This is an optimization exercise on Yosys and OpenROAD, whose aim is a short achievable clock period and few clock cycles, not a production implementation. The RTL was checked by simulation tests, not by an equivalence proof against the original design. Power is estimated from default activity; no workload was simulated.

==> tundra: inputs <==
## cpu_top_pipeline
module cpu_top_pipeline (
    input wire clk,
    input wire rst,
    output wire [7:0]  imem_addr,
    input  wire [15:0] imem_data,
    output wire [7:0]  dmem_addr,
    output wire [15:0] dmem_wdata,
    output wire        dmem_we,
    input  wire [15:0] dmem_rdata,
    output wire        halted
);
    reg [7:0]  fpc;              
    reg        rv;               
    reg        xwe;              
    reg        xld, xst, xhalt;
    reg        xmeq, xmne;       
    reg [15:0] rins;             
    reg [7:0]  rpc;              
    reg        rpred;            
    reg [15:1] rh1, rh2;         
    reg        rxa, rxb;         
    reg        rwa, rwb;         
    reg [7:0]  rsum [1:15];      
    reg [15:0] xa, xb;           
    reg [7:0]  xaddr;            
    reg [3:0]  xrd;
    reg        xadd, xsub, xand, xor_, xxor, xslt;
    reg        xdec;             
    reg [7:0]  xalt;             
    reg        wwe;              
    reg [3:0]  wrd;
    reg [15:0] wres;             
    reg [15:0] rf [1:15];
    wire [15:0] sum, dif;
    ks_add16 u_add (.a(xa), .b(xb), .ci(1'b0), .s(sum));
    ks_add16 u_sub (.a(xa), .b(~xb), .ci(1'b1), .s(dif));
    wire        slt = (xa[15] ^ xb[15]) ? xa[15] : dif[15];
    wire [15:0] alu = ({16{xadd}} & sum) | ({16{xsub}} & dif) |
                      ({16{xand}} & (xa & xb)) | ({16{xor_}} & (xa | xb)) |
                      ({16{xxor}} & (xa ^ xb)) | {15'd0, xslt & slt};
    wire [15:0] xres = xld ? dmem_rdata : alu;
    wire eq = (xa == xb);
    wire miss = eq ? xmeq : xmne;
    assign imem_addr  = fpc;
    assign dmem_addr  = xaddr;
    assign dmem_wdata = xb;
    assign dmem_we    = xst;
    assign halted     = xhalt;
    wire [3:0] op  = rins[15:12];
    wire [3:0] rd  = rins[11:8];
    wire [3:0] rs1 = rins[7:4];
    wire [3:0] rs2 = rins[3:0];
    wire [7:0] imm8 = {{4{rins[3]}}, rins[3:0]};
  ...
clock: 5.5 ns
lec_check: 0
cap_margin: 20
core_margin: 2
core_utilization: 40
place_density: 0.6
setup_slack_margin: 3.5
slew_margin: 20
standard.sh (not shown) runs the stock make flow with config.mk's settings and CLKGATE_MAP_FILE= SYNTH_SCRIPT=/design/flow/synth_recipe.tcl, a recipe that flattens the netlist after the stock synthesis.
==> flow/flow/run.sh <==
#!/bin/bash
# Layout flow: the standard layout (standard.sh, all ORFS steps), with
# these changes. Synthesis:
#  - no adder extraction (ADDER_MAP_FILE empty), so ABC maps the adders
#    together with the rest of the logic;
#  - ABC's mapping uses flow/abc.script (delay-oriented 'map') instead of
#    ORFS's abc_speed.script.
# Everything else (synth_recipe.tcl, -nofsm -noshare, flatten, renames, the
# registers) is as in the standard synthesis.
# Layout: ORFS's timing repair after global route is skipped
# (SKIP_INCREMENTAL_REPAIR=1): the legalisation that follows it moves cells
# and undoes more than it gains; the repairs after floorplan, placement and
# CTS stay.
set -euo pipefail
W=$PWD
{
  head -n 1 synth_recipe.tcl
  cat <<EOT
proc abc {args} {
  set i [lsearch -exact \$args -script]
  if {\$i >= 0} { lset args [expr {\$i + 1}] $W/flow/abc.script }
  yosys abc {*}\$args
}
EOT
  tail -n +2 synth_recipe.tcl
} > flow_synth.tcl
sed "s|SYNTH_SCRIPT=[^ ]*synth_recipe.tcl|SYNTH_SCRIPT=$W/flow_synth.tcl|" standard.sh > flow_standard.sh
grep -q "SYNTH_SCRIPT=$W/flow_synth.tcl" flow_standard.sh
bash flow_standard.sh ADDER_MAP_FILE= SKIP_INCREMENTAL_REPAIR=1 finish > flow_standard.log 2>&1
==> flow/flow/abc.script <==
strash
dch -f
map -D 1000
buffer -c
topo
stime -c
upsize -c
dnsize -c
==> inputs of willow, as changes to tundra <==
==> flow/design.v (replaced) <==
`timescale 1ns/1ns
module ks_add16 (
    input  wire [15:0] a,
    input  wire [15:0] b,
    input  wire        ci,
    output wire [15:0] s
);
    wire [15:0] p0 = a ^ b;
    wire [15:0] g0 = a & b;
    wire [15:0] g1, p1, g2, p2, g3, p3, g4, p4;
    wire [15:0] gi = {g0[15:1], g0[0] | (p0[0] & ci)};
    genvar i;
    generate
        for (i = 0; i < 16; i = i + 1) begin : l1
            if (i >= 1) begin : c
                assign g1[i] = gi[i] | (p0[i] & gi[i-1]);
                assign p1[i] = p0[i] & p0[i-1];
            end else begin : n
                assign g1[i] = gi[i];
                assign p1[i] = p0[i];
            end
        end
        for (i = 0; i < 16; i = i + 1) begin : l2
            if (i >= 2) begin : c
                assign g2[i] = g1[i] | (p1[i] & g1[i-2]);
                assign p2[i] = p1[i] & p1[i-2];
            end else begin : n
                assign g2[i] = g1[i];
                assign p2[i] = p1[i];
            end
        end
        for (i = 0; i < 16; i = i + 1) begin : l3
            if (i >= 4) begin : c
                assign g3[i] = g2[i] | (p2[i] & g2[i-4]);
                assign p3[i] = p2[i] & p2[i-4];
            end else begin : n
                assign g3[i] = g2[i];
                assign p3[i] = p2[i];
            end
        end
        for (i = 0; i < 16; i = i + 1) begin : l4
            if (i >= 8) begin : c
                assign g4[i] = g3[i] | (p3[i] & g3[i-8]);
                assign p4[i] = p3[i] & p3[i-8];
            end else begin : n
                assign g4[i] = g3[i];
                assign p4[i] = p3[i];
            end
        end
    endgenerate
    assign s = p0 ^ {g4[14:0], ci};
endmodule
`timescale 1ns/1ns
module cpu_top_pipeline (
    input wire clk,
    input wire rst,
    output wire [7:0]  imem_addr,
    input  wire [15:0] imem_data,
    output wire [7:0]  dmem_addr,
    output wire [15:0] dmem_wdata,
    output wire        dmem_we,
    input  wire [15:0] dmem_rdata,
    output wire        halted
);
    reg [7:0]  fpc;              
    reg        rv;               
    reg        xwe;              
    reg        xld, xst, xhalt;
    reg        xmeq, xmne;       
    reg [15:0] rins;             
    reg [7:0]  rinc, rtgt;       
    reg        rpred;            
    reg [15:0] xa, xb;           
    reg [7:0]  xaddr;            
    reg [3:0]  xrd;
    reg        xadd, xsub, xand, xor_, xxor, xslt;
    reg        xdec;             
    reg [7:0]  xalt;             
    reg [15:0] rf [1:15];
    wire [15:0] sum, dif;
    ks_add16 u_add (.a(xa), .b(xb), .ci(1'b0), .s(sum));
    ks_add16 u_sub (.a(xa), .b(~xb), .ci(1'b1), .s(dif));
    wire        slt = (xa[15] ^ xb[15]) ? xa[15] : dif[15];
    wire [15:0] alu = ({16{xadd}} & sum) | ({16{xsub}} & dif) |
                      ({16{xand}} & (xa & xb)) | ({16{xor_}} & (xa | xb)) |
                      ({16{xxor}} & (xa ^ xb)) | {15'd0, xslt & slt};
    wire [15:0] xres = xld ? dmem_rdata : alu;
    wire eq = (xa == xb);
    wire miss = eq ? xmeq : xmne;
    assign imem_addr  = fpc;
    assign dmem_addr  = xaddr;
    assign dmem_wdata = xb;
    assign dmem_we    = xst;
    assign halted     = xhalt;
    wire [3:0] op  = rins[15:12];
    wire [3:0] rd  = rins[11:8];
    wire [3:0] rs1 = rins[7:4];
    wire [3:0] rs2 = rins[3:0];
    wire [7:0] imm8 = {{4{rins[3]}}, rins[3:0]};
    wire [15:0] imm16 = {{12{rins[3]}}, rins[3:0]};
    wire [15:0] rfa = (rs1 == 4'd0) ? 16'd0 : rf[rs1];
    wire [15:0] rfb = (rs2 == 4'd0) ? 16'd0 : rf[rs2];
    wire ba = xwe && (xrd == rs1);
    wire bb = xwe && (xrd == rs2);
    wire r_itype = (op >= 4'h6) && (op <= 4'hA);
    wire bax = ba & ~xld;
    wire bbx = bb & ~xld & ~r_itype;
    wire [15:0] opa = ({16{~ba}}                     & rfa) |
                      ({16{ba & xld}}                & dmem_rdata) |
                      ({16{bax & xadd}}              & sum) |
                      ({16{bax & xsub}}              & dif) |
                      ({16{bax & xand}}              & (xa & xb)) |
                      ({16{bax & xor_}}              & (xa | xb)) |
                      ({16{bax & xxor}}              & (xa ^ xb)) |
                      {15'd0, bax & xslt & slt};
    wire [15:0] opb = ({16{r_itype}}                 & imm16) |
                      ({16{~r_itype & ~bb}}          & rfb) |
                      ({16{~r_itype & bb & xld}}     & dmem_rdata) |
                      ({16{bbx & xadd}}              & sum) |
                      ({16{bbx & xsub}}              & dif) |
                      ({16{bbx & xand}}              & (xa & xb)) |
                      ({16{bbx & xor_}}              & (xa | xb)) |
                      ({16{bbx & xxor}}              & (xa ^ xb)) |
                      {15'd0, bbx & xslt & slt};
    wire [7:0] ad_rf  = rfa[7:0] + imm8;
    wire [7:0] ad_ld  = dmem_rdata[7:0] + imm8;
    wire [7:0] ad_add = xa[7:0] + xb[7:0] + imm8;
    wire [7:0] ad_sub = xa[7:0] + ~xb[7:0] + imm8 + 8'd1;
    wire [7:0] ad_and = (xa[7:0] & xb[7:0]) + imm8;
    wire [7:0] ad_or  = (xa[7:0] | xb[7:0]) + imm8;
    wire [7:0] ad_xor = (xa[7:0] ^ xb[7:0]) + imm8;
    wire [7:0] ad_slt = imm8 + {7'd0, slt};
    wire [7:0] addr = ({8{~ba}}          & ad_rf) |
                      ({8{ba & xld}}     & ad_ld) |
                      ({8{bax & xadd}}   & ad_add) |
                      ({8{bax & xsub}}   & ad_sub) |
                      ({8{bax & xand}}   & ad_and) |
                      ({8{bax & xor_}}   & ad_or) |
                      ({8{bax & xxor}}   & ad_xor) |
                      ({8{bax & xslt}}   & ad_slt);
    wire r_wr   = (op <= 4'hA) && (rd != 4'd0);
    wire r_beq  = (op == 4'hC);
    wire r_bne  = (op == 4'hD);
    wire r_br   = r_beq | r_bne;
    wire r_halt = (op == 4'hF);
    wire r_zero = ba & xdec & (xa == 16'd1);
    wire pred   = (rs1 == rs2) | r_zero ? r_beq : rpred;
    wire rgo    = rv & ~miss & ~xhalt;
    wire redir  = rv & ~miss & r_br & (pred ^ rpred);
    wire [15:0] ins = imem_data;
    wire [3:0] f_op = ins[15:12];
    wire f_br   = (f_op == 4'hC) || (f_op == 4'hD);
    wire f_pred = ins[3];
    wire [7:0] pc_inc = fpc + 8'd1;
    wire [7:0] pc_tgt = fpc + {{4{ins[3]}}, ins[3:0]};
    always @(posedge clk or posedge rst) begin
        if (rst) begin
            fpc   <= 8'd0;
            rv    <= 1'b0;
            xwe   <= 1'b0;
            xld   <= 1'b0;
            xst   <= 1'b0;
            xhalt <= 1'b0;
            xmeq  <= 1'b0;
            xmne  <= 1'b0;
        end else begin
            fpc   <= miss ? xalt :
                     redir ? (pred ? rtgt : rinc) :
                     (f_op == 4'hE) ? ins[7:0] :
                     (f_op == 4'hF) ? fpc :
                     (f_br & f_pred) ? pc_tgt : pc_inc;
            rv    <= ~miss & ~redir;
            xwe   <= rgo & r_wr;
            xld   <= rgo & (op == 4'hA);
            xst   <= rgo & (op == 4'hB);
            xhalt <= xhalt | (rv & ~miss & r_halt);
            xmeq  <= rgo & ((r_beq & ~pred) | (r_bne & pred));
            xmne  <= rgo & ((r_beq & pred) | (r_bne & ~pred));
        end
    end
    always @(posedge clk) begin
        rins  <= ins;
        rinc  <= pc_inc;
        rtgt  <= pc_tgt;
        rpred <= f_br & f_pred;
        xa    <= opa;
        xb    <= opb;
        xaddr <= addr;
        xrd   <= rd;
        xadd  <= (op == 4'h0) || (op == 4'h6);
        xsub  <= (op == 4'h1);
        xand  <= (op == 4'h2) || (op == 4'h7);
        xor_  <= (op == 4'h3)  || (op == 4'h8);
        xxor  <= (op == 4'h4) || (op == 4'h9);
        xslt  <= (op == 4'h5);
        xdec  <= (op == 4'h6) && (rins[3:0] == 4'hF);
        xalt  <= pred ? rinc : rtgt;
    end
    integer i;
    always @(posedge clk or posedge rst) begin
        if (rst) begin
            for (i = 1; i < 16; i = i + 1) rf[i] <= 16'd0;
        end else if (xwe) begin
            rf[xrd] <= xres;
        end
    end
endmodule
==> flow/flow/run.sh (replaced) <==
#!/bin/bash
# Layout flow: the standard layout (standard.sh, all ORFS steps), with two
# changes to synthesis only:
#  - no adder extraction (ADDER_MAP_FILE empty), so ABC maps the adders
#    together with the rest of the logic;
#  - ABC's mapping uses flow/abc.script (delay-oriented 'map') instead of
#    ORFS's abc_speed.script.
# Everything else (synth_recipe.tcl, -nofsm -noshare, flatten, renames, the
# registers) is as in the standard synthesis.
set -euo pipefail
W=$PWD
{
  head -n 1 synth_recipe.tcl
  cat <<EOT
proc abc {args} {
  set i [lsearch -exact \$args -script]
  if {\$i >= 0} { lset args [expr {\$i + 1}] $W/flow/abc.script }
  yosys abc {*}\$args
}
EOT
  tail -n +2 synth_recipe.tcl
} > flow_synth.tcl
sed "s|SYNTH_SCRIPT=[^ ]*synth_recipe.tcl|SYNTH_SCRIPT=$W/flow_synth.tcl|" standard.sh > flow_standard.sh
grep -q "SYNTH_SCRIPT=$W/flow_synth.tcl" flow_standard.sh
bash flow_standard.sh ADDER_MAP_FILE= finish > flow_standard.log 2>&1
Settings changed: CORE_UTILIZATION 40 to 50, PLACE_DENSITY 0.6 to 0.7, SETUP_SLACK_MARGIN 3.5 to 3.3.
==> inputs of onyx, as changes to tundra <==
--- a/flow/design.v
+++ b/flow/design.v
@@ -164,20 +164,17 @@
     wire [7:0] rinc = rpc + 8'd1;
     wire [7:0] rtgt = rpc + imm8;
     wire r_wr   = (op <= 4'hA) && (rd != 4'd0);
     wire r_beq  = (op == 4'hC);
     wire r_bne  = (op == 4'hD);
     wire r_br   = r_beq | r_bne;
     wire r_halt = (op == 4'hF);
     wire r_zero = ba & xdec & (xa == 16'd1);
-    wire r_exact = ~rxa & ~rxb;
-    wire r_eq    = (rfa == rfb);
-    wire pred   = r_exact ? (r_beq ? r_eq : ~r_eq) :
-                  (rs1 == rs2) | r_zero ? r_beq : rpred;
+    wire pred   = (rs1 == rs2) | r_zero ? r_beq : rpred;
     wire rgo    = rv & ~miss & ~xhalt;
     wire redir  = rv & ~miss & r_br & (pred ^ rpred);
     wire [7:0] f_imm8 = {{4{imem_data[3]}}, imem_data[3:0]};
     reg  [7:0] fsum [1:15];
     integer m;
     always @(*) begin
         for (m = 1; m < 16; m = m + 1)
             fsum[m] = ((wwe && wrd == m) ? wres[7:0] : rf[m][7:0]) + f_imm8;
Settings changed: CORE_UTILIZATION 40 to 50, PLACE_DENSITY 0.6 to 0.7, SETUP_SLACK_MARGIN 3.5 to 3.3.
==> comparison <==
- Register-to-register slack: willow > onyx > tundra.
- Count of clock-buffer cells in the layout, lowest first: willow, onyx, tundra.
- Against tundra, the worst hold slack of onyx is better by 0.020 ns.
- In tundra the area after synthesis is smaller than in onyx, by 2.6%.
- Against onyx, the clock power of willow is lower by 36%.
Testbench counts of tundra, summed over its fixed seeds: cycles 24,271.
Testbench counts of willow, summed over its fixed seeds: cycles 25,077.
Testbench counts of onyx, summed over its fixed seeds: cycles 24,440.

-- afterwards: timing with drivers on the ports --
Ports are ideal in the flow. The routed layouts listed here were re-timed in OpenROAD.
Step 1, drivers: a clkbuf_16 drives clk and a buf_2 each remaining input, both assumed.
Step 2 times the ports against the registers' clock, not the clock port: input delays grow and output delays shrink by t, the midpoint of the rising clock arrivals with the driver on.
Slacks: no drivers / after step 1 / after step 2; pairs: no drivers / after step 1.
| run | t (ns) | setup WS [ns] | worst setup path at the end | latest minus earliest clock arrival (ns) | worst data-port slew with drivers (ns) |
|---|---|---|---|---|---|
| tundra | 0.741 | 2.354 / 2.354 / 1.768 | input to register | 0.040 / 0.040 | 0.07 |
| willow | 0.641 | 2.768 / 2.768 / 2.364 | input to register | 0.039 / 0.039 | 0.04 |
| onyx | 0.710 | 2.742 / 2.742 / 2.434 | input to register | 0.040 / 0.040 | 0.06 |
After both steps setup and hold are still met in every run listed. For tundra, which loses most, drivers alone change the setup slack by 0.000 ns; drivers and shift together by -0.586 ns.
